Source: an optimization exercise on an open RTL-to-GDS flow (aim: small area). Production flows keep margins and buffers that such runs may drop.
No functional check of the RTL was part of any run shown here.
In every run shown here, the design's own scripts or RTL, not TritonCTS, make the clock network.
No driver is modelled on the clock port, so clock power and skew are understated where the tree is cut down; a real chip needs a root buffer or a tree.
Power is estimated from default activity; no workload was simulated.

[flow/constraint.sdc]
create_clock -name core_clock -period 40.0 [get_ports {_clk}]
set_input_delay 8.0000 -clock core_clock [delete_from_list [all_inputs] [get_ports {_clk}]]
set_output_delay 8.0000 -clock core_clock [all_outputs]
set_load 0.01 [all_outputs]
[flow/flow/cts_own.tcl]
# Clock distribution for a small design: the registers are split into
# OWN_CLOCK_GROUPS groups by place (k-means), and one clock buffer per group,
# driven by the clock port, drives the group's clock pins (ORFS's CTS builds a
# nine-buffer tree plus dummy loads for 79 registers). Writes the same
# results as ORFS's cts step.
source $::env(SCRIPTS_DIR)/load.tcl
erase_non_stage_variables cts
load_design 3_place.odb 3_place.sdc
set_dont_use $::env(DONT_USE_CELLS)

set block [ord::get_db_block]
set db [ord::get_db]
set port_net [[$block findBTerm $::env(OWN_CLOCK_PORT)] getNet]
set master [$db findMaster $::env(OWN_CLOCK_BUF)]
set k $::env(OWN_CLOCK_GROUPS)
$port_net setSigType CLOCK

# the clock pins and their locations
set pins {}
foreach it [$port_net getITerms] {
  set bb [[$it getInst] getBBox]
  lappend pins [list $it [expr { ([$bb xMin] + [$bb xMax]) / 2.0 }] \
    [expr { ([$bb yMin] + [$bb yMax]) / 2.0 }]]
}
set n [llength $pins]
# k-means on the pin locations, seeded along the sorted x order
set sorted [lsort -real -index 1 $pins]
set cx {}
set cy {}
for { set g 0 } { $g < $k } { incr g } {
  set p [lindex $sorted [expr { int(($g + 0.5) * $n / $k) }]]
  lappend cx [lindex $p 1]
  lappend cy [lindex $p 2]
}
for { set iter 0 } { $iter < 50 } { incr iter } {
  set assign {}
  foreach p $pins {
    set best 0
    set bd 1e30
    for { set g 0 } { $g < $k } { incr g } {
      set dx [expr { [lindex $p 1] - [lindex $cx $g] }]
      set dy [expr { [lindex $p 2] - [lindex $cy $g] }]
      set d [expr { abs($dx) + abs($dy) }]
      if { $d < $bd } { set bd $d; set best $g }
    }
    lappend assign $best
  }
  for { set g 0 } { $g < $k } { incr g } {
    set sx 0.0; set sy 0.0; set m 0
    foreach p $pins a $assign {
      if { $a == $g } {
        set sx [expr { $sx + [lindex $p 1] }]
        set sy [expr { $sy + [lindex $p 2] }]
        incr m
      }
    }
    if { $m > 0 } {
      lset cx $g [expr { $sx / $m }]
      lset cy $g [expr { $sy / $m }]
    }
  }
}
for { set g 0 } { $g < $k } { incr g } {
  set buf [odb::dbInst_create $block $master clkbuf_own_$g]
  set net [odb::dbNet_create $block clknet_own_$g]
  $net setSigType CLOCK
  set m 0
  foreach p $pins a $assign {
    if { $a == $g } {
      set it [lindex $p 0]
      $it disconnect
      $it connect $net
      incr m
    }
  }
  puts "clock buffer $g drives $m clock pins"
  [$buf findITerm A] connect $port_net
  [$buf findITerm X] connect $net
  $buf setLocation [expr { int([lindex $cx $g]) }] [expr { int([lindex $cy $g]) }]
  $buf setPlacementStatus PLACED
}

set_placement_padding -global \
  -left $::env(CELL_PAD_IN_SITES_DETAIL_PLACEMENT) \
  -right $::env(CELL_PAD_IN_SITES_DETAIL_PLACEMENT)
detailed_placement
check_placement -verbose

set_propagated_clock [all_clocks]
estimate_parasitics -placement
report_clock_skew
report_check_types -max_slew -max_capacitance -violators
repair_timing_helper
detailed_placement
check_placement -verbose
report_metrics 4 "cts final"
orfs_write_db $::env(RESULTS_DIR)/4_1_cts.odb
orfs_write_sdc $::env(RESULTS_DIR)/4_cts.sdc
[flow/flow/own_synth.tcl]
# The standard synthesis (synth_recipe.tcl), with one change: ABC maps the
# combinational logic with the script named by OWN_ABC_SCRIPT instead of
# ORFS's speed script. Registers are mapped before ABC runs, so they come out
# as in the standard synthesis.
proc synth {args} { yosys synth -nofsm -noshare {*}$args }
proc abc {args} {
  set i [lsearch -exact $args -script]
  if { $i >= 0 } { lset args [expr { $i + 1 }] $::env(OWN_ABC_SCRIPT) }
  yosys abc {*}$args
}
source $::env(SCRIPTS_DIR)/synth.tcl
# left out here: clear keep_hierarchy, flatten, clean up, hide names made inside functions, write 1_2_yosys.v
[flow/flow/run.sh]
#!/bin/bash
# Own layout flow: the standard flow (standard.sh) with two changes:
#  - synthesis maps the combinational logic with a stronger ABC script
#    (area.abc); registers are mapped before ABC, as in the standard synthesis;
#  - the clock is distributed by cts_own.tcl (a few clock buffers driven by
#    the clock port) instead of ORFS's CTS.
# Each step's output goes to a log file of its own in the work folder.
set -euo pipefail
W=$(pwd)
export OWN_ABC_SCRIPT=$W/flow/area.abc
export OWN_CLOCK_PORT=_clk
export OWN_CLOCK_BUF=${OWN_CLOCK_BUF:-sky130_fd_sc_hd__clkbuf_16}
export OWN_CLOCK_GROUPS=${OWN_CLOCK_GROUPS:-4}
S=(SYNTH_SCRIPT=$W/flow/own_synth.tcl ADDER_MAP_FILE= "BUFFER_PORTS_ARGS=-buffer_cell sky130_fd_sc_hd__buf_1")
bash standard.sh "${S[@]}" place > $W/flow_place.log 2>&1
bash standard.sh "${S[@]}" RUN_SCRIPT=$W/flow/cts_own.tcl RUN_LOG_NAME_STEM=4_1_cts run > $W/flow_cts.log 2>&1
bash standard.sh "${S[@]}" finish > $W/flow_finish.log 2>&1
[flow/standard.sh]
#!/bin/bash
# synth_recipe.tcl (not shown) runs the flow's synth.tcl, then flattens the netlist and writes it again
# the make line also repeats each setting of config.mk as NAME=value (left out here)
make -C /OpenROAD-flow-scripts/flow DESIGN_CONFIG=/design/flow/config.mk WORK_HOME=/design/flow/orfs CLKGATE_MAP_FILE= SYNTH_SCRIPT=/design/flow/synth_recipe.tcl "${@:-finish}"
[flow/config.mk]
export PLATFORM = sky130hd
export DESIGN_NAME = main
export DESIGN_NICKNAME = main
export VERILOG_FILES = /design/flow/design.v
export SDC_FILE = /design/flow/constraint.sdc
export NUM_CORES = 8
export LEC_CHECK = 0
export CAP_MARGIN = 20
export CORE_MARGIN = 2
export CORE_UTILIZATION = 70
export GPL_TIMING_DRIVEN = 0
export PLACE_DENSITY = 0.8
export SLEW_MARGIN = 20
[flow/design.v]
module random_byte(
	input  logic       clk,
	input  logic       rst,
	input  logic       fwd,
	input  logic       bwd,
	output logic [4:0] row,
	output logic [1:0] spr
);
	logic [27:0] w;
	wire x0 = w[4] ^ w[25];
	wire x1 = w[0] ^ w[20];
	wire x2 = w[1] ^ w[11];
	wire x3 = w[16] ^ x1;
	wire x4 = w[5] ^ w[15];
	wire x5 = w[10] ^ x0;
	wire x6 = w[14] ^ x5;
	wire x7 = w[18] ^ w[22];
	wire x8 = w[19] ^ w[27];
	wire x9 = w[6] ^ x2;
	wire x10 = w[2] ^ w[23];
	wire x11 = w[24] ^ x8;
	wire x12 = w[21] ^ x4;
	wire x13 = w[8] ^ w[17];
	wire x14 = x0 ^ x3;
	wire x15 = w[9] ^ x10;
	wire x16 = w[21] ^ x7;
	wire x17 = w[7] ^ w[13];
	wire x18 = x6 ^ x11;
	wire x19 = w[26] ^ x9;
	wire x20 = w[12] ^ x14;
	assign row[0] = w[4] ^ w[5] ^ w[14] ^ w[18] ^ x11 ^ x15 ^ x17;
	assign row[1] = w[0];
	assign row[2] = w[9] ^ x2 ^ x6 ^ x12;
	assign row[3] = w[10] ^ w[15] ^ w[19] ^ w[20] ^ x13 ^ x16 ^ x17;
	assign row[4] = w[6] ^ x10 ^ x16 ^ x20;
	assign spr[0] = w[2] ^ x7 ^ x9 ^ x18;
	assign spr[1] = w[8] ^ w[15] ^ w[22] ^ w[24] ^ x1 ^ x15 ^ x19;
	wire fb_f = x12 ^ x13 ^ x19 ^ x20;
	wire fb_b = w[3] ^ w[7] ^ w[11] ^ x3 ^ x4 ^ x18;
	always_ff @(posedge clk, posedge rst)
		if (rst)	w <= 28'hb6cc389;
		else if (fwd)	w <= {fb_f, w[27:1]};
		else if (bwd)	w <= {w[26:0], fb_b};
endmodule
module digits(input [3:0] digit, input [3:0] line, input [3:0] x, output logic pixel);
	wire d3 = digit[3];
	wire d2 = digit[2];
	wire d1 = digit[1];
	wire d0 = digit[0];
	wire y3 = line[3];
	wire y2 = line[2];
	wire y1 = line[1];
	wire y0 = line[0];
	wire x3 = x[3];
	wire x2 = x[2];
	wire x1 = x[1];
	wire x0 = x[0];
  wire new_n14, new_n15, new_n16, new_n17, new_n18, new_n19, new_n20,
    new_n21, new_n22, new_n23, new_n24, new_n25, new_n26, new_n27, new_n28,
    new_n29, new_n30, new_n31, new_n32, new_n33, new_n34, new_n35, new_n36,
    new_n37, new_n38, new_n39, new_n40, new_n41, new_n42, new_n43, new_n44,
    new_n45, new_n46, new_n47, new_n48, new_n49, new_n50, new_n51, new_n52,
    new_n53, new_n54, new_n55, new_n56, new_n57, new_n58, new_n59, new_n60,
    new_n61, new_n62, new_n63, new_n64, new_n65, new_n66, new_n67, new_n68,
    new_n69, new_n70, new_n71;
  assign new_n14 = y3 & d2;
  assign new_n15 = d1 & ~new_n14;
  assign new_n16 = y1 & ~y3;
  assign new_n17 = ~y3 & ~d1;
  assign new_n18 = ~y3 & ~d2;
  assign new_n19 = ~d0 & ~new_n18;
  assign new_n20 = y2 & y3;
  assign new_n21 = ~y1 & ~y3;
  assign new_n22 = ~y2 & new_n21;
  assign new_n23 = ~new_n20 & ~new_n22;
  assign new_n24 = ~new_n17 & ~new_n19;
  assign new_n25 = new_n23 & ~new_n24;
  assign new_n26 = new_n15 & ~new_n16;
  assign new_n27 = new_n25 & new_n26;
  assign new_n28 = ~x1 & ~new_n27;
  assign new_n29 = x2 & ~new_n28;
  assign new_n30 = ~y2 & ~y1;
  assign new_n31 = d1 & new_n30;
  assign new_n32 = ~x1 & ~x2;
  assign new_n33 = new_n31 & new_n32;
  assign new_n34 = d2 & ~d1;
  assign new_n35 = ~d0 & new_n34;
  assign new_n36 = d0 & d2;
  assign new_n37 = ~y1 & new_n20;
  assign new_n38 = d1 & new_n36;
  assign new_n39 = new_n37 & ~new_n38;
  assign new_n40 = ~d2 & ~d1;
  assign new_n41 = ~d3 & new_n40;
  assign new_n42 = ~new_n38 & ~new_n41;
  assign new_n43 = d0 & ~new_n15;
  assign new_n44 = ~new_n42 & new_n43;
  assign new_n45 = x1 & ~new_n31;
  assign new_n46 = ~x2 & ~new_n45;
  assign new_n47 = y2 & ~new_n42;
  assign new_n48 = ~y2 & new_n35;
  assign new_n49 = ~new_n47 & ~new_n48;
  assign new_n50 = new_n16 & new_n49;
  assign new_n51 = ~new_n23 & ~new_n37;
  assign new_n52 = ~d1 & new_n36;
  assign new_n53 = ~y3 & new_n52;
  assign new_n54 = ~new_n51 & ~new_n53;
  assign new_n55 = ~x2 & ~new_n44;
  assign new_n56 = new_n54 & ~new_n55;
  assign new_n57 = new_n44 & ~new_n46;
  assign new_n58 = ~new_n50 & ~new_n56;
  assign new_n59 = ~new_n57 & ~new_n58;
  assign new_n60 = ~new_n35 & new_n39;
  assign new_n61 = ~new_n59 & ~new_n60;
  assign new_n62 = new_n25 & new_n55;
  assign new_n63 = y3 & new_n35;
  assign new_n64 = ~new_n32 & ~new_n63;
  assign new_n65 = ~x3 & new_n64;
  assign new_n66 = ~new_n39 & ~new_n62;
  assign new_n67 = ~new_n50 & new_n66;
  assign new_n68 = new_n65 & ~new_n67;
  assign new_n69 = ~new_n29 & ~new_n33;
  assign new_n70 = x3 & ~new_n61;
  assign new_n71 = new_n69 & new_n70;
  assign pixel = new_n68 | new_n71;
endmodule
module rom_ship(input [3:0] y, input [3:0] x, output logic pixel);
	wire y3 = y[3];
	wire y2 = y[2];
	wire y1 = y[1];
	wire y0 = y[0];
	wire x3 = x[3];
	wire x2 = x[2];
	wire x1 = x[1];
	wire x0 = x[0];
  wire new_n10, new_n11, new_n12, new_n13, new_n14, new_n15, new_n16,
    new_n17, new_n18, new_n19, new_n20, new_n21, new_n22, new_n23, new_n24,
    new_n25, new_n26, new_n27, new_n28, new_n29, new_n30, new_n31, new_n32,
    new_n33, new_n34, new_n35, new_n36;
  assign new_n10 = ~x3 & ~x2;
  assign new_n11 = y3 & ~y2;
  assign new_n12 = ~y3 & y2;
  assign new_n13 = ~new_n11 & ~new_n12;
  assign new_n14 = ~x3 & ~x0;
  assign new_n15 = ~new_n13 & ~new_n14;
  assign new_n16 = ~y1 & ~y3;
  assign new_n17 = y1 & y3;
  assign new_n18 = ~new_n16 & ~new_n17;
  assign new_n19 = new_n13 & ~new_n18;
  assign new_n20 = ~y3 & y0;
  assign new_n21 = y3 & ~y0;
  assign new_n22 = ~new_n20 & ~new_n21;
  assign new_n23 = ~x1 & new_n22;
  assign new_n24 = ~y2 & ~y0;
  assign new_n25 = y2 & y0;
  assign new_n26 = ~new_n24 & ~new_n25;
  assign new_n27 = ~x2 & ~new_n26;
  assign new_n28 = x3 & ~new_n27;
  assign new_n29 = new_n10 & ~new_n23;
  assign new_n30 = ~new_n15 & new_n23;
  assign new_n31 = ~new_n29 & ~new_n30;
  assign new_n32 = new_n18 & ~new_n28;
  assign new_n33 = new_n31 & ~new_n32;
  assign new_n34 = new_n10 & ~new_n15;
  assign new_n35 = ~x1 & new_n34;
  assign new_n36 = ~new_n33 & ~new_n35;
  assign pixel = ~new_n19 & new_n36;
endmodule
module rom_tail(input [3:0] y, input [1:0] frame, input [3:0] x, output logic pixel);
	wire f1 = frame[1];
	wire f0 = frame[0];
	wire y3 = y[3];
	wire y2 = y[2];
	wire y1 = y[1];
	wire y0 = y[0];
	wire x3 = x[3];
	wire x2 = x[2];
	wire x1 = x[1];
	wire x0 = x[0];
  wire new_n12, new_n13, new_n14, new_n15, new_n16, new_n17, new_n18,
    new_n19, new_n20, new_n21, new_n22, new_n23, new_n24, new_n25, new_n26,
    new_n27, new_n28, new_n29, new_n30, new_n31, new_n32, new_n33, new_n34,
    new_n35, new_n36, new_n37, new_n38, new_n39, new_n40, new_n41, new_n42,
    new_n43, new_n44, new_n45, new_n46, new_n47, new_n48, new_n49, new_n50,
    new_n51, new_n52, new_n53, new_n54, new_n55, new_n56, new_n57, new_n58,
    new_n59, new_n60, new_n61, new_n62, new_n63, new_n64, new_n65;
  assign new_n12 = f0 & x1;
  assign new_n13 = ~f1 & ~f0;
  assign new_n14 = x3 & ~new_n13;
  assign new_n15 = y2 & ~y1;
  assign new_n16 = ~y2 & y1;
  assign new_n17 = ~new_n15 & ~new_n16;
  assign new_n18 = x2 & new_n17;
  assign new_n19 = x1 & x0;
  assign new_n20 = ~f0 & ~new_n19;
  assign new_n21 = ~new_n12 & ~new_n20;
  assign new_n22 = y2 & ~y0;
  assign new_n23 = ~y2 & y0;
  assign new_n24 = ~new_n22 & ~new_n23;
  assign new_n25 = new_n21 & new_n24;
  assign new_n26 = f1 & new_n12;
  assign new_n27 = ~new_n25 & ~new_n26;
  assign new_n28 = new_n18 & new_n27;
  assign new_n29 = new_n14 & new_n28;
  assign new_n30 = ~y3 & y2;
  assign new_n31 = y3 & ~y2;
  assign new_n32 = ~new_n30 & ~new_n31;
  assign new_n33 = ~x1 & ~x0;
  assign new_n34 = ~new_n19 & ~new_n33;
  assign new_n35 = ~new_n21 & ~new_n34;
  assign new_n36 = f1 & new_n24;
  assign new_n37 = ~new_n35 & ~new_n36;
  assign new_n38 = ~f1 & ~new_n24;
  assign new_n39 = ~new_n37 & ~new_n38;
  assign new_n40 = new_n18 & new_n39;
  assign new_n41 = ~new_n33 & new_n40;
  assign new_n42 = ~x3 & ~new_n41;
  assign new_n43 = ~x2 & ~new_n19;
  assign new_n44 = ~new_n12 & new_n43;
  assign new_n45 = x1 & new_n24;
  assign new_n46 = ~f0 & ~new_n45;
  assign new_n47 = ~f1 & new_n12;
  assign new_n48 = ~new_n24 & new_n33;
  assign new_n49 = ~new_n47 & ~new_n48;
  assign new_n50 = ~x2 & new_n49;
  assign new_n51 = ~new_n46 & new_n50;
  assign new_n52 = ~new_n24 & new_n44;
  assign new_n53 = ~f1 & new_n52;
  assign new_n54 = ~new_n51 & ~new_n53;
  assign new_n55 = ~x2 & ~new_n17;
  assign new_n56 = ~new_n35 & ~new_n55;
  assign new_n57 = ~new_n44 & ~new_n56;
  assign new_n58 = ~f1 & ~new_n56;
  assign new_n59 = f1 & ~new_n57;
  assign new_n60 = ~new_n58 & ~new_n59;
  assign new_n61 = new_n24 & new_n60;
  assign new_n62 = new_n17 & new_n54;
  assign new_n63 = ~new_n61 & ~new_n62;
  assign new_n64 = ~new_n29 & ~new_n32;
  assign new_n65 = ~new_n42 & new_n64;
  assign pixel = ~new_n63 & new_n65;
endmodule
module rom_meteor(input [3:0] y, input [1:0] sprite, input [3:0] x, output logic pixel);
	wire s1 = sprite[1];
	wire s0 = sprite[0];
	wire y3 = y[3];
	wire y2 = y[2];
	wire y1 = y[1];
	wire y0 = y[0];
	wire x3 = x[3];
	wire x2 = x[2];
	wire x1 = x[1];
	wire x0 = x[0];
  wire new_n12, new_n13, new_n14, new_n15, new_n16, new_n17, new_n18,
    new_n19, new_n20, new_n21, new_n22, new_n23, new_n24, new_n25, new_n26,
    new_n27, new_n28, new_n29, new_n30, new_n31, new_n32, new_n33, new_n34,
    new_n35, new_n36, new_n37, new_n38, new_n39, new_n40, new_n41, new_n42,
    new_n43, new_n44, new_n45, new_n46, new_n47, new_n48, new_n49, new_n50,
    new_n51, new_n52, new_n53, new_n54, new_n55, new_n56, new_n57, new_n58,
    new_n59, new_n60, new_n61, new_n62, new_n63, new_n64, new_n65, new_n66,
    new_n67, new_n68, new_n69, new_n70, new_n71, new_n72, new_n73, new_n74,
    new_n75, new_n76, new_n77, new_n78, new_n79, new_n80, new_n81, new_n82,
    new_n83, new_n84, new_n85, new_n86, new_n87, new_n88, new_n89, new_n90,
    new_n91, new_n92, new_n93, new_n94, new_n95, new_n96, new_n97, new_n98,
    new_n99, new_n100, new_n101, new_n102, new_n103, new_n104, new_n105,
    new_n106, new_n107, new_n108, new_n109, new_n110, new_n111, new_n112,
    new_n113, new_n114, new_n115, new_n116, new_n117, new_n118, new_n119,
    new_n120, new_n121, new_n122, new_n123, new_n124, new_n125, new_n126,
    new_n127, new_n128, new_n129, new_n130, new_n131, new_n132, new_n133,
    new_n134, new_n135, new_n136, new_n137, new_n138, new_n139, new_n140,
    new_n141, new_n142, new_n143, new_n144, new_n145, new_n146, new_n147,
    new_n148, new_n149, new_n150, new_n151, new_n152, new_n153, new_n154,
    new_n155, new_n156, new_n157, new_n158, new_n159, new_n160, new_n161,
    new_n162, new_n163, new_n164, new_n165, new_n166, new_n167, new_n168,
    new_n169, new_n170, new_n171, new_n172, new_n173, new_n174, new_n175,
    new_n176, new_n177, new_n178, new_n179, new_n180, new_n181;
  assign new_n12 = ~x1 & ~x0;
  assign new_n13 = ~x2 & ~new_n12;
  assign new_n14 = ~s1 & y3;
  assign new_n15 = new_n13 & new_n14;
  assign new_n16 = y1 & y0;
  assign new_n17 = ~y0 & x0;
  assign new_n18 = ~y1 & new_n17;
  assign new_n19 = x1 & new_n16;
  assign new_n20 = ~new_n18 & ~new_n19;
  assign new_n21 = x1 & x0;
  assign new_n22 = y2 & ~new_n12;
  assign new_n23 = ~new_n21 & ~new_n22;
  assign new_n24 = ~y3 & ~new_n20;
  assign new_n25 = ~s0 & new_n24;
  assign new_n26 = ~new_n23 & ~new_n25;
  assign new_n27 = y2 & y1;
  assign new_n28 = ~y2 & ~y1;
  assign new_n29 = ~new_n27 & ~new_n28;
  assign new_n30 = x1 & ~new_n29;
  assign new_n31 = ~x3 & ~new_n30;
  assign new_n32 = y1 & ~x1;
  assign new_n33 = s1 & y1;
  assign new_n34 = s0 & ~new_n33;
  assign new_n35 = y3 & ~y2;
  assign new_n36 = y0 & ~new_n12;
  assign new_n37 = ~new_n34 & new_n35;
  assign new_n38 = ~new_n36 & new_n37;
  assign new_n39 = ~new_n32 & new_n38;
  assign new_n40 = x2 & ~new_n39;
  assign new_n41 = ~x1 & ~new_n13;
  assign new_n42 = ~s0 & ~new_n41;
  assign new_n43 = ~x1 & ~new_n42;
  assign new_n44 = ~x2 & ~new_n43;
  assign new_n45 = y0 & ~new_n44;
  assign new_n46 = s0 & ~new_n21;
  assign new_n47 = new_n16 & ~new_n46;
  assign new_n48 = x2 & new_n47;
  assign new_n49 = ~y1 & ~new_n45;
  assign new_n50 = ~new_n48 & ~new_n49;
  assign new_n51 = y0 & ~x3;
  assign new_n52 = x2 & ~new_n51;
  assign new_n53 = y2 & ~y1;
  assign new_n54 = ~s0 & new_n53;
  assign new_n55 = y3 & new_n50;
  assign new_n56 = new_n54 & ~new_n55;
  assign new_n57 = ~new_n52 & new_n56;
  assign new_n58 = ~new_n17 & new_n57;
  assign new_n59 = new_n31 & ~new_n40;
  assign new_n60 = ~new_n58 & ~new_n59;
  assign new_n61 = new_n36 & new_n54;
  assign new_n62 = ~y3 & ~y2;
  assign new_n63 = ~new_n21 & ~new_n61;
  assign new_n64 = ~new_n62 & new_n63;
  assign new_n65 = ~y0 & new_n53;
  assign new_n66 = y3 & ~y0;
  assign new_n67 = y1 & ~new_n66;
  assign new_n68 = y3 & new_n65;
  assign new_n69 = ~new_n67 & ~new_n68;
  assign new_n70 = new_n22 & new_n69;
  assign new_n71 = ~y0 & new_n70;
  assign new_n72 = new_n64 & ~new_n71;
  assign new_n73 = x2 & ~new_n72;
  assign new_n74 = new_n64 & ~new_n69;
  assign new_n75 = new_n42 & new_n74;
  assign new_n76 = ~new_n73 & ~new_n75;
  assign new_n77 = ~x2 & ~x0;
  assign new_n78 = ~new_n21 & ~new_n77;
  assign new_n79 = ~new_n17 & ~new_n78;
  assign new_n80 = ~x3 & new_n79;
  assign new_n81 = x3 & x1;
  assign new_n82 = new_n17 & new_n81;
  assign new_n83 = ~y3 & ~new_n82;
  assign new_n84 = ~x3 & ~x2;
  assign new_n85 = new_n32 & new_n84;
  assign new_n86 = new_n16 & new_n81;
  assign new_n87 = ~new_n85 & ~new_n86;
  assign new_n88 = ~new_n27 & new_n87;
  assign new_n89 = ~new_n80 & new_n83;
  assign new_n90 = ~new_n88 & ~new_n89;
  assign new_n91 = ~s1 & ~y1;
  assign new_n92 = ~y3 & ~x3;
  assign new_n93 = x0 & new_n92;
  assign new_n94 = y3 & y2;
  assign new_n95 = y0 & new_n94;
  assign new_n96 = ~y0 & new_n62;
  assign new_n97 = ~new_n95 & ~new_n96;
  assign new_n98 = ~y1 & new_n62;
  assign new_n99 = ~new_n21 & ~new_n98;
  assign new_n100 = new_n97 & ~new_n99;
  assign new_n101 = ~y0 & x1;
  assign new_n102 = new_n91 & new_n101;
  assign new_n103 = ~y2 & new_n77;
  assign new_n104 = new_n102 & new_n103;
  assign new_n105 = x3 & new_n104;
  assign new_n106 = new_n93 & ~new_n100;
  assign new_n107 = new_n91 & new_n106;
  assign new_n108 = ~new_n105 & ~new_n107;
  assign new_n109 = ~new_n84 & ~new_n100;
  assign new_n110 = s1 & ~new_n109;
  assign new_n111 = new_n21 & ~new_n97;
  assign new_n112 = s1 & new_n12;
  assign new_n113 = ~new_n29 & new_n112;
  assign new_n114 = y2 & ~new_n65;
  assign new_n115 = x1 & ~new_n114;
  assign new_n116 = y3 & ~x3;
  assign new_n117 = ~s1 & ~new_n116;
  assign new_n118 = ~new_n12 & ~new_n35;
  assign new_n119 = ~new_n117 & new_n118;
  assign new_n120 = new_n97 & ~new_n115;
  assign new_n121 = new_n119 & ~new_n120;
  assign new_n122 = y2 & ~x1;
  assign new_n123 = ~s1 & y1;
  assign new_n124 = ~y3 & ~new_n123;
  assign new_n125 = x1 & ~new_n14;
  assign new_n126 = ~x1 & new_n14;
  assign new_n127 = ~new_n125 & ~new_n126;
  assign new_n128 = ~y0 & ~x3;
  assign new_n129 = new_n127 & ~new_n128;
  assign new_n130 = ~new_n92 & new_n129;
  assign new_n131 = y1 & new_n130;
  assign new_n132 = ~new_n115 & new_n124;
  assign new_n133 = ~new_n122 & new_n132;
  assign new_n134 = ~new_n131 & ~new_n133;
  assign new_n135 = new_n94 & ~new_n121;
  assign new_n136 = ~s1 & ~new_n135;
  assign new_n137 = ~x1 & ~new_n97;
  assign new_n138 = new_n31 & ~new_n137;
  assign new_n139 = ~x3 & ~new_n94;
  assign new_n140 = s1 & new_n65;
  assign new_n141 = new_n12 & new_n140;
  assign new_n142 = new_n32 & new_n36;
  assign new_n143 = new_n14 & new_n142;
  assign new_n144 = new_n102 & new_n139;
  assign new_n145 = ~new_n143 & ~new_n144;
  assign new_n146 = x2 & new_n145;
  assign new_n147 = ~new_n141 & new_n146;
  assign new_n148 = ~x0 & ~new_n134;
  assign new_n149 = ~new_n136 & ~new_n138;
  assign new_n150 = ~new_n148 & ~new_n149;
  assign new_n151 = new_n147 & new_n150;
  assign new_n152 = ~new_n111 & ~new_n113;
  assign new_n153 = ~x2 & ~new_n121;
  assign new_n154 = new_n152 & new_n153;
  assign new_n155 = ~new_n151 & ~new_n154;
  assign new_n156 = ~new_n90 & new_n108;
  assign new_n157 = ~new_n110 & new_n156;
  assign new_n158 = ~new_n155 & new_n157;
  assign new_n159 = ~y1 & x1;
  assign new_n160 = ~new_n18 & ~new_n159;
  assign new_n161 = ~x3 & new_n160;
  assign new_n162 = s1 & new_n161;
  assign new_n163 = ~s1 & ~x2;
  assign new_n164 = new_n18 & new_n163;
  assign new_n165 = ~new_n16 & ~new_n164;
  assign new_n166 = ~new_n13 & ~new_n163;
  assign new_n167 = new_n32 & new_n166;
  assign new_n168 = new_n165 & ~new_n167;
  assign new_n169 = ~new_n84 & ~new_n162;
  assign new_n170 = new_n168 & new_n169;
  assign new_n171 = new_n50 & ~new_n82;
  assign new_n172 = new_n62 & ~new_n171;
  assign new_n173 = ~new_n102 & ~new_n170;
  assign new_n174 = new_n94 & new_n173;
  assign new_n175 = ~new_n172 & ~new_n174;
  assign new_n176 = x3 & ~new_n76;
  assign new_n177 = s0 & ~new_n158;
  assign new_n178 = ~new_n176 & ~new_n177;
  assign new_n179 = new_n175 & new_n178;
  assign new_n180 = ~new_n26 & ~new_n60;
  assign new_n181 = ~new_n15 & new_n180;
  assign pixel = new_n179 & ~new_n181;
endmodule
module main(
	input logic		_clk, _rst,
	input logic		up, down,
	output logic		hsync, vsync,
	output logic		active,
	output logic		r, g, b
);
	logic clk;
	logic rst;
	assign clk = _clk;
	assign rst = ~_rst;
	localparam MAX_H = 799;
	localparam MAX_V = 524;
	logic [9:0] hp, vp;
	always_ff @(posedge clk, posedge rst)
		if (rst)		hp <= '0;
		else if (hp == MAX_H)	hp <= '0;
		else			hp <= hp + 1'b1;
	always_ff @(posedge clk, posedge rst)
		if (rst)		vp <= '0;
		else if (hp == MAX_H) begin
			if (vp == MAX_V)	vp <= '0;
			else 			vp <= vp + 1'b1;
		end
	wire hblank = hp[9] && (hp[8] || hp[7]);	 
	wire tick = (hp == MAX_H) && (vp == 10'd489);
	assign hsync = (10'd656 <= hp && hp <= 10'd751);
	assign vsync = (10'd490 <= vp && vp <= 10'd491);
	assign active = !hblank && (vp < 10'd480);
	wire [5:0] col = hp[9:4];
	wire [4:0] trow = vp[8:4];
	wire [3:0] py = vp[3:0];
	wire [3:0] px = hp[3:0];
	logic [4:0] ship_y;
	always_ff @(posedge clk, posedge rst)
		if (rst) 				ship_y <= '0;
		else if (!tick)				ship_y <= ship_y;
		else if (~up && (ship_y != '0))		ship_y <= ship_y - 5'd1;
		else if (~down && (ship_y != 5'd29))	ship_y <= ship_y + 5'd1;
	logic [5:0] d;
	always_ff @(posedge clk, posedge rst)
		if (rst)		d <= 6'd43;
		else if (tick)		d <= (d == 6'd0) ? 6'd3 : d - 6'd1;
	wire [1:0] tail_frame = ~d[1:0];
	wire fwd = (px == 4'd15 && !hblank) || tick;
	wire bwd = hblank && (hp[1:0] == 2'b00);
	logic [4:0] obj_row;
	logic [1:0] obj_spr;
	random_byte random_byte(.clk(clk), .rst(rst), .fwd(fwd), .bwd(bwd), .row(obj_row), .spr(obj_spr));
	logic ship_in_coin;
	logic [2:0] taken;
	always_ff @(posedge clk, posedge rst)
		if (rst)		taken <= '0;
		else if (tick)		taken <= {ship_in_coin, taken[2:1]};
	wire filled = ({1'b0, col} + 7'd3 >= {1'b0, d}) && !(col < 6'd3 && taken[col[1:0]]);
	wire coin_now = filled && (obj_row == ship_y) && (obj_spr == 2'b11);
	wire at_ship = (col == 6'd3);
	always_ff @(posedge clk, posedge rst)
		if (rst)		ship_in_coin <= 1'b0;
		else if (at_ship)	ship_in_coin <= coin_now;
	logic [3:0] score_0, score_1, score_2, score_3;
	always_ff @(posedge clk, posedge rst)
		if (rst)	begin
			score_0 <= '0;
			score_1 <= '0;
			score_2 <= '0;
			score_3 <= '0;
		end else if (at_ship && coin_now && !ship_in_coin) begin
			if (score_0 == 4'd9) begin
				score_0 <= '0;
				if (score_1 == 4'd9) begin
					score_1 <= '0;
					if (score_2 == 4'd9) begin
						score_2 <= '0;
						if (score_3 == 4'd9) begin
							score_3 <= '0;
						end else begin
							score_3 <= score_3 + 4'd1;
						end
					end else begin
						score_2 <= score_2 + 4'd1;
					end
				end else begin
					score_1 <= score_1 + 4'd1;
				end
			end else begin
				score_0 <= score_0 + 4'd1;
			end
		end
	logic ship_bit, tail_bit, meteor_bit, digit_bit;
	logic [3:0] digit_to_show;
	always_comb
		case (hp[5:4])
			2'b00: digit_to_show = score_3;
			2'b01: digit_to_show = score_2;
			2'b10: digit_to_show = score_1;
			2'b11: digit_to_show = score_0;
		endcase
	rom_ship rom_ship(.y(py), .x(px), .pixel(ship_bit));
	rom_tail rom_tail(.y(py), .frame(tail_frame), .x(px), .pixel(tail_bit));
	rom_meteor rom_meteor(.y(py), .sprite(obj_spr), .x(px), .pixel(meteor_bit));
	digits digits(.digit(digit_to_show), .line(py), .x(px), .pixel(digit_bit));
	wire ship_row = (trow == ship_y);
	wire ship_px = ship_row && (col == 6'd3) && ship_bit;
	wire tail_px = ship_row && (col == 6'd2) && tail_bit;
	wire score_px = (trow == 5'd1) && (col[5:2] == 4'd8) && digit_bit;
	wire enemy_px = filled && (obj_row == trow) && meteor_bit;
	wire coin_px = enemy_px && (obj_spr == 2'b11);
	wire blank = !enemy_px && !ship_px && !score_px && !tail_px;
	assign r = active && (blank || ship_px || score_px);
	assign g = active && (blank || coin_px);
	assign b = active && (blank || coin_px);
endmodule
[flow/flow/area.abc]
strash
&get -n
&deepsyn -T 30
&put
dch -f
amap
topo
==> flow_metrics.env, run 1 <==
export IMPL_status="no timing/DRC/antenna violations"
export IMPL_gr_usage_met1_pct=50.4
export IMPL_post_cts_buffers=0
export IMPL_synth_edf_count=0
export IMPL_finalWirelength_um=14800
export IMPL_routed_via_density=6.96
export IMPL_hold_start="d[3]$_DFFE_PN1P_"
export IMPL_grt_setup_unrepaired="false"
export IMPL_clk_pin_slew_worst_paths_ns=0.08
export IMPL_rrSetupSlack_ns=33.28
export IMPL_reg2regPathDepth=18
export IMPL_die_x_um=89.6
export IMPL_power_density_mw_per_mm2=22.1
export IMPL_crit_path_top_delay_cell="nor4_1"
export IMPL_ant_nets=0
export IMPL_die_area_sq_mm=0.00802
export IMPL_final_cells=804
export IMPL_worstMarginPinSlew_ns=0.905
export IMPL_finalMaxSlewViolations=0
export IMPL_finClkSkew_ns=0.0269
export IMPL_hold_end="d[3]$_DFFE_PN1P_"
export IMPL_route_detailed_drc=0
export IMPL_vias=5596
export IMPL_fin_ws_ns=26.87
export IMPL_ir_drop_mv=0.0341
export IMPL_synth_top_area_cell="dfrtp_1"
export IMPL_place_congestion=1.01
export IMPL_leakagePower_nw=2.07
export IMPL_rows=31
export IMPL_syn_nets=690
export IMPL_synthesis_area_sq_mm=0.00512
export IMPL_seq_area_frac_synth_pct=39.0
export IMPL_port_buffers=9
export IMPL_postCtsHoldBufs=0
export IMPL_worst_setup_path_type="reg2out"
export IMPL_fmax_mhz=76.2
export IMPL_multiInputGateArea_sq_mm=0.00267
export IMPL_max_stage_delay_ns=0.39
export IMPL_fillCellCount=514
export IMPL_drtPass1Iterations=9
export IMPL_crit_family="compound AO/OA/AOI/OAI gates"
export IMPL_path_max_fanout=7
export IMPL_ioPinCount=10
export IMPL_min_path_type="reg2reg"
export IMPL_hold_viol_final=0
export IMPL_required_ns=32.00
export IMPL_synth_seq_cells=79
export IMPL_synth_area_top_cells="dfrtp_1 30%, dfstp_2 9.2%, nor2_1 9.2%, clkinv_1 8.9%, o22ai_1 6.6%"
export IMPL_netlist_area_leader_share_pct=29.8
export IMPL_min_period_over_period_pct=32.8
export IMPL_regArea_sq_mm=0.00200
export IMPL_crit_path_frequent_cell="nor2_1"
export IMPL_r2r_start="hp[1]$_DFF_PN0_"
export IMPL_critPathLaunchType="flip-flop"
export IMPL_synth_cell_types=44
export IMPL_start_util_pct=71.4
export IMPL_max_slew_margin_rel_pct=39.1
export IMPL_cp_arrival_ns=5.13
export IMPL_layout_drive_gt1_share_pct=4.68
export IMPL_dieHeight_um=89.6
export IMPL_drt_iter0_markers=667
export IMPL_end_kind="primary output"
export IMPL_worst_path_buf_inv=6
export IMPL_grt_antenna_before_repair=0
export IMPL_grt_busiest_layer="met2"
export IMPL_grt_max_degree=36
export IMPL_avgRoutedWirePerCell_um=18.4
export IMPL_async_reset_ff_share_pct=100
export IMPL_dp_cells=799
export IMPL_cts_resized=0
export IMPL_insertion_delay_ns=0.16
export IMPL_setup_violations=0
export IMPL_synthCells=686
export IMPL_synth_warnings=2
export IMPL_synthFlopType="dfrtp_1"
export IMPL_grt_pass1_vias=4947
export IMPL_regToRegEndpoint="random_byte.w[4]$_DFFE_PN0P_"
export IMPL_syn_avg_cell_area_sq_um=7.47
export IMPL_final_nets=711
export IMPL_hpwl_um=11000
export IMPL_n_antenna_cell=0
export IMPL_core_area_sq_mm=0.00718
export IMPL_drv_cap=0
export IMPL_grt_util_met3_pct=3.51
export IMPL_grt_pass1_wl_um=23800
export IMPL_period_minus_slack_ns=13.13
export IMPL_grt_usage_pct=37.3
export IMPL_areaGrowthSynthToFinish_pct=6.98
export IMPL_grt_use_met2_pct=63.6
export IMPL_pre_cts_ws_ns=26.61
export IMPL_hold_depth=2
export IMPL_grt_overflow=0
export IMPL_fin_setup_tns_ns=0
[layer usage]
| layer | vias up | routed length, um |
|---|---|---|
| met4 | 0 | 600 |
| met5 | - | 0 |
| met3 | 69 | 1560 |
| met2 | 402 | 7010 |
| met1 | 2547 | 5640 |
| li1 | 2578 | - |
[worst max-delay path by stage]
stage / cells after the start / start / endpoint / slack (ns)
after floorplan: 23 / random_byte.w[11]$_DFFE_PN0P_ / g / 28.04
final: 27 / random_byte.w[11]$_DFFE_PN0P_ / g / 26.87
after CTS: 24 / random_byte.w[11]$_DFFE_PN0P_ / g / 26.41
after global routing: 27 / random_byte.w[11]$_DFFE_PN0P_ / g / 26.53
after detailed placement: 24 / random_byte.w[11]$_DFFE_PN0P_ / g / 26.61
after global placement: 24 / random_byte.w[11]$_DFFE_PN0P_ / g / 26.69
[final cells by class]
| type | instances | area share, % |
|---|---|---|
| Tap cell | 99 | 2.26 |
| Multi-Input combinational cell | 484 | 48.7 |
| Timing Repair Buffer | 15 | 2.28 |
| Sequential cell | 79 | 36.5 |
| Buffer | 5 | 1.96 |
| Inverter | 122 | 8.35 |
[cell usage in the layout, fill, tap and decap left out, types with 5 or more instances in the layout]
cell type	count
a21oi_1	49
a222oi_1	29
a22oi_1	5
a31oi_1	12
buf_1	8
clkinv_1	122
dfrtp_1	61
dfstp_2	18
nand2_1	49
nand3_1	11
nor2_1	124
nor3_1	25
nor4_1	10
o211ai_1	6
o21a_1	5
o21ai_0	44
o22ai_1	54
[cell usage after synthesis, types with 2 or more instances]
cell and number:
nor2_1 126, nand4_1 2, o21ai_0 45, clkinv_1 122, o211ai_1 6, a222oi_1 29, or2_0 3, dfrtp_1 61
a21boi_0 2, a32oi_1 3, a221oi_1 2, nand3_1 11, nor2b_1 3, and2_0 2, a31oi_1 12, o31ai_1 3
nand2_1 49, o22a_1 3, nor4_1 10, xnor2_1 2, dfstp_2 18, o32ai_1 2, a22oi_1 5, o221ai_1 4
o32a_1 2, or4_1 4, nor3_1 25, o22ai_1 54, xor2_1 3, a211oi_1 3, or3_1 2, a21oi_1 49
o211a_1 2, a2111oi_0 3, o21a_1 5
[worst register-to-register path, stage by stage (launching register included)]
cell and delay [ns]:
dfrtp_1 0.61, clkinv_1 0.48, nor2_1 0.66, clkinv_1 0.39, nor2_1 0.26, nand2_1 0.18
nor2_1 0.18, clkinv_1 0.12, nor4_1 0.70, clkinv_1 0.22, nor2_1 0.27, clkinv_1 0.16
nor3_1 0.63, clkinv_1 0.40, o21ai_2 0.36, buf_8 0.25, nor2_2 0.13, buf_8 0.18
a222oi_1 0.42
[state kept, by name, summed over array words and instances (netlist names)]
name and cells:
d 6, score_3 4, ship_in_coin 1, vp 10, score_1 4, taken 3
score_0 4, hp 10, ship_y 5, random_byte.w 28, score_2 4
[per-stage QoR]
| step | utilization (%) | power [W] | instance area (sq um) | hold WS [ns] |
|---|---|---|---|---|
| after floorplan | - | 0.0000816 | 5120 | 0.450 |
| after global routing | 76.4 | 0.000123 | 5480 | 0.518 |
| after detailed placement | 74.9 | 0.0000838 | 5380 | 0.492 |
| final | 76.4 | 0.000121 | 5480 | 0.505 |
| after global placement | 73.6 | 0.0000832 | 5280 | 0.466 |
[kinds of logic (layout without fill, tap and decap cells)]
logic type / count (synthesis) / count (layout) / synth area share (%)
buffers and inverters: 123 / 142 / 9.08
xor gates and xnor gates: 5 / 5 / 0.855
and+or+nand+nor: 238 / 238 / 19.7
DFF: 79 / 79 / 39.0
AOI/OAI and AO/OA: 241 / 241 / 31.3
[power by group]
| part | switching (W) | leakage, nW | internal (W) |
|---|---|---|---|
| Clock | 0.0000206 | 0.0493 | 0.0000182 |
| Combinational | 0.00000177 | 1.02 | 0.000000539 |
| Sequential | 0 | 1.00 | 0.0000799 |
| Total | 0.0000223 | 2.07 | 0.0000986 |
==> run 2, diff against run 1 <==
--- a/flow/flow/run.sh
+++ b/flow/flow/run.sh
@@ -12,3 +12,3 @@
 export OWN_CLOCK_BUF=${OWN_CLOCK_BUF:-sky130_fd_sc_hd__clkbuf_16}
-export OWN_CLOCK_GROUPS=${OWN_CLOCK_GROUPS:-4}
+export OWN_CLOCK_GROUPS=${OWN_CLOCK_GROUPS:-3}
 S=(SYNTH_SCRIPT=$W/flow/own_synth.tcl ADDER_MAP_FILE= "BUFFER_PORTS_ARGS=-buffer_cell sky130_fd_sc_hd__buf_1")
--- a/flow/config.mk
+++ b/flow/config.mk
@@ -7,3 +7,3 @@
 export LEC_CHECK = 0
-export CAP_MARGIN = 20
+export CAP_MARGIN = 5
 export CORE_MARGIN = 2
@@ -12,2 +12,2 @@
 export PLACE_DENSITY = 0.8
-export SLEW_MARGIN = 20
+export SLEW_MARGIN = 5
==> flow_metrics.env, run 2 <==
export IMPL_status="no timing/DRC/antenna violations"
export IMPL_cp_arrival_ns=5.73
export IMPL_drv_cap=0
export IMPL_largest_register_ffs=28
export IMPL_ant_nets=0
export IMPL_synth_area_top_cells="dfrtp_1 30%, dfstp_2 9.2%, nor2_1 9.2%, clkinv_1 8.9%, o22ai_1 6.6%"
export IMPL_finalWirelength_um=14700
export IMPL_path_max_fanout=8
export IMPL_cts_resized=0
export IMPL_synthTopCellsByCount="126 x nor2_1, 122 x clkinv_1, 61 x dfrtp_1, 54 x o22ai_1"
export IMPL_port_buffers=9
export IMPL_rows=31
export IMPL_drt_iter0_markers=704
export IMPL_route_detailed_drc=0
export IMPL_synthCells=686
export IMPL_reg2regPathDepth=18
export IMPL_hold_end="d[3]$_DFFE_PN1P_"
export IMPL_synth_top_area_cell="dfrtp_1"
export IMPL_clk_pin_slew_worst_paths_ns=0.10
export IMPL_rrSetupSlack_ns=33.22
export IMPL_start_util_pct=71.4
export IMPL_setup_violations=0
export IMPL_areaGrowthSynthToFinish_pct=6.40
export IMPL_min_path_type="reg2reg"
export IMPL_ioPinCount=10
export IMPL_synth_edf_count=0
export IMPL_reg_top3="random_byte.w x28, hp x10, vp x10"
export IMPL_syn_nets=690
export IMPL_fmax_mhz=72.9
export IMPL_async_reset_ff_share_pct=100
export IMPL_finalMaxSlewViolations=0
export IMPL_power_density_mw_per_mm2=21.2
export IMPL_core_area_sq_mm=0.00718
export IMPL_whs_ns=0.507
export IMPL_min_period_over_period_pct=34.3
export IMPL_max_slew_margin_rel_pct=25.9
export IMPL_r2r_start="hp[1]$_DFF_PN0_"
export IMPL_grt_setup_unrepaired="false"
export IMPL_grt_max_degree=38
export IMPL_period_minus_slack_ns=13.73
export IMPL_regToRegEndpoint="random_byte.w[18]$_DFFE_PN1P_"
export IMPL_place_area_sq_mm=0.00538
export IMPL_switchingPower_w=0.0000214
export IMPL_dieHeight_um=89.6
export IMPL_power_frac_clock_pct=29.0
export IMPL_hold_start="d[3]$_DFFE_PN1P_"
export IMPL_routed_via_density=6.81
export IMPL_critPathLaunchType="flip-flop"
export IMPL_p_total_w=0.000116
export IMPL_layout_drive_gt1_share_pct=4.41
export IMPL_place_congestion=1.01
export IMPL_grt_antenna_before_repair=0
export IMPL_grt_pass1_wl_um=24100
export IMPL_synth_seq_cells=79
export IMPL_max_flop_register="random_byte.w"
export IMPL_n_antenna_cell=0
export IMPL_layout_common_cells="124 x nor2_1, 122 x clkinv_1, 61 x dfrtp_1"
export IMPL_die_x_um=89.6
export IMPL_postCtsHoldBufs=0
export IMPL_drtPass1Iterations=6
export IMPL_syn_avg_cell_area_sq_um=7.47
export IMPL_fillCellCount=515
export IMPL_grt_usage_pct=37.8
export IMPL_final_common_cell="nor2_1"
export IMPL_grt_overflow=0
export IMPL_post_cts_buffers=0
export IMPL_avgRoutedWirePerCell_um=18.3
export IMPL_fin_area_sq_mm=0.00545
export IMPL_synth_warnings=2
export IMPL_hpwl_um=11000
export IMPL_leakagePower_nw=2.06
export IMPL_hold_viol_final=0
export IMPL_p_int_w=0.0000943
export IMPL_worstMarginPinSlew_ns=1.10
export IMPL_die_area_sq_mm=0.00802
export IMPL_vias=5462
export IMPL_synthFlopType="dfrtp_1"
export IMPL_insertion_delay_ns=0.17
export IMPL_synth_cell_types=44
export IMPL_hold_depth=2
export IMPL_synthesis_area_sq_mm=0.00512
export IMPL_seq_area_frac_synth_pct=39.0
export IMPL_pwr_share_comb_pct=2.0
export IMPL_required_ns=32.00
export IMPL_finClkSkew_ns=0.0203
export IMPL_p_sw_share_pct=18.5
export IMPL_fin_setup_tns_ns=0
export IMPL_grt_pass1_vias=5039
export IMPL_netlist_area_leader_share_pct=29.8
export IMPL_final_nets=709
export IMPL_end_kind="primary output"
export IMPL_worst_setup_path_type="reg2out"
export IMPL_power_frac_seq_pct=69.1
export IMPL_synth_most_common_cell="nor2_1"
export IMPL_ir_drop_mv=0.0426
## run 2: cell counts after synthesis
Identical to the previous run, type by type.
## run 2: power groups by stage
stage               combinational, W  sequential (W)  clock (W)
floorplan                0.000000160       0.0000814          0
global placement          0.00000178       0.0000814          0
detailed placement        0.00000237       0.0000814          0
CTS                       0.00000238       0.0000799  0.0000341
global route              0.00000271       0.0000799  0.0000365
finish                    0.00000227       0.0000799  0.0000335
## run 2: how the worst max path moves through the flow
| stage | cells past startpoint | to | startpoint | slack [ns] |
|---|---|---|---|---|
| after floorplan | 23 | g | random_byte.w[11]$_DFFE_PN0P_ | 28.04 |
| after global placement | 24 | g | random_byte.w[11]$_DFFE_PN0P_ | 26.69 |
| after detailed placement | 24 | g | random_byte.w[11]$_DFFE_PN0P_ | 26.77 |
| after CTS | 24 | g | random_byte.w[24]$_DFFE_PN1P_ | 26.48 |
| after global routing | 24 | g | random_byte.w[11]$_DFFE_PN0P_ | 25.88 |
| final | 24 | g | random_byte.w[24]$_DFFE_PN1P_ | 26.27 |
## run 2: metal layers
layer | track usage, % | share of wire [%] | routed length, um
met1 | 50.0 | 39 | 5690
met2 | 64.6 | 48 | 7050
met3 | 4.06 | 9.0 | 1320
met4 | 13.0 | 4.2 | 617
met5 | 0 | 0 | 0
## run 2: kinds of logic after synthesis
logic type | Yosys count | synth area share, %
simple gates | 238 | 19.7
buf+inv | 123 | 9.08
xor+xnor | 5 | 0.855
flops | 79 | 39.0
compound gates | 241 | 31.3
## run 2: worst max-delay path: stages, from the launching register on
cell and delay (ns):
dfstp_2 0.56, clkinv_1 0.16, o22ai_1 0.24, nand2_1 0.07, o21ai_0 0.19, clkinv_1 0.18
o22ai_1 0.29, a21oi_1 0.14, o21ai_0 0.87, clkinv_1 0.47, nor2_1 0.23, o21ai_0 0.12
nand3_1 0.09, o21ai_0 0.09, a21oi_1 0.15, nor2_1 0.06, o32a_1 0.17, nor4_1 0.31
nor2_1 0.09, nor4_1 0.38, a31oi_1 0.12, a22oi_1 0.24, nor2_1 0.08, buf_4 0.13
buf_1 0.11
## run 2: layout make-up
class	instances	area [sq um]	area share, %
Multi-Input combinational cell	484	2670	48.9
Tap cell	99	124	2.27
Sequential cell	79	2000	36.7
Buffer	4	82.6	1.51
Timing Repair Buffer	14	120	2.20
Inverter	122	458	8.40
## run 2: metrics by stage
| step | setup WS (ns) | util (%) | instances |
|---|---|---|---|
| floorplan | 28.04 | - | 686 |
| global placement | 26.69 | 73.6 | 794 |
| detailed placement | 26.77 | 74.9 | 799 |
| global route | 25.88 | 76.0 | 802 |
| finish | 26.27 | 76.0 | 802 |

## afterwards: timing with drivers on the ports
How much do the figures lean on ideal ports? The routed layouts below were timed once more, with nothing changed but the port constraints.
Step 1: set_driving_cell puts a clkbuf_16 on _clk and a buf_2 on each other input, an assumption about the parent block.
Step 2 times the ports against the registers' clock, not the clock port: input delays grow and output delays shrink by t, the midpoint of the rising clock arrivals with the driver on.
Three values: ideal, step 1, step 2; two values: the first two.
run	t (ns)	slack for setup (ns)	worst setup path after step 2	clock arrival spread, ns	worst slew at a driven data input, ns
run 1	0.226	26.873 / 26.791 / 27.018	register to output	0.026 / 0.027	0.03
run 2	0.222	26.274 / 26.209 / 26.431	register to output	0.021 / 0.020	0.03
After both steps every run listed still meets setup and hold.
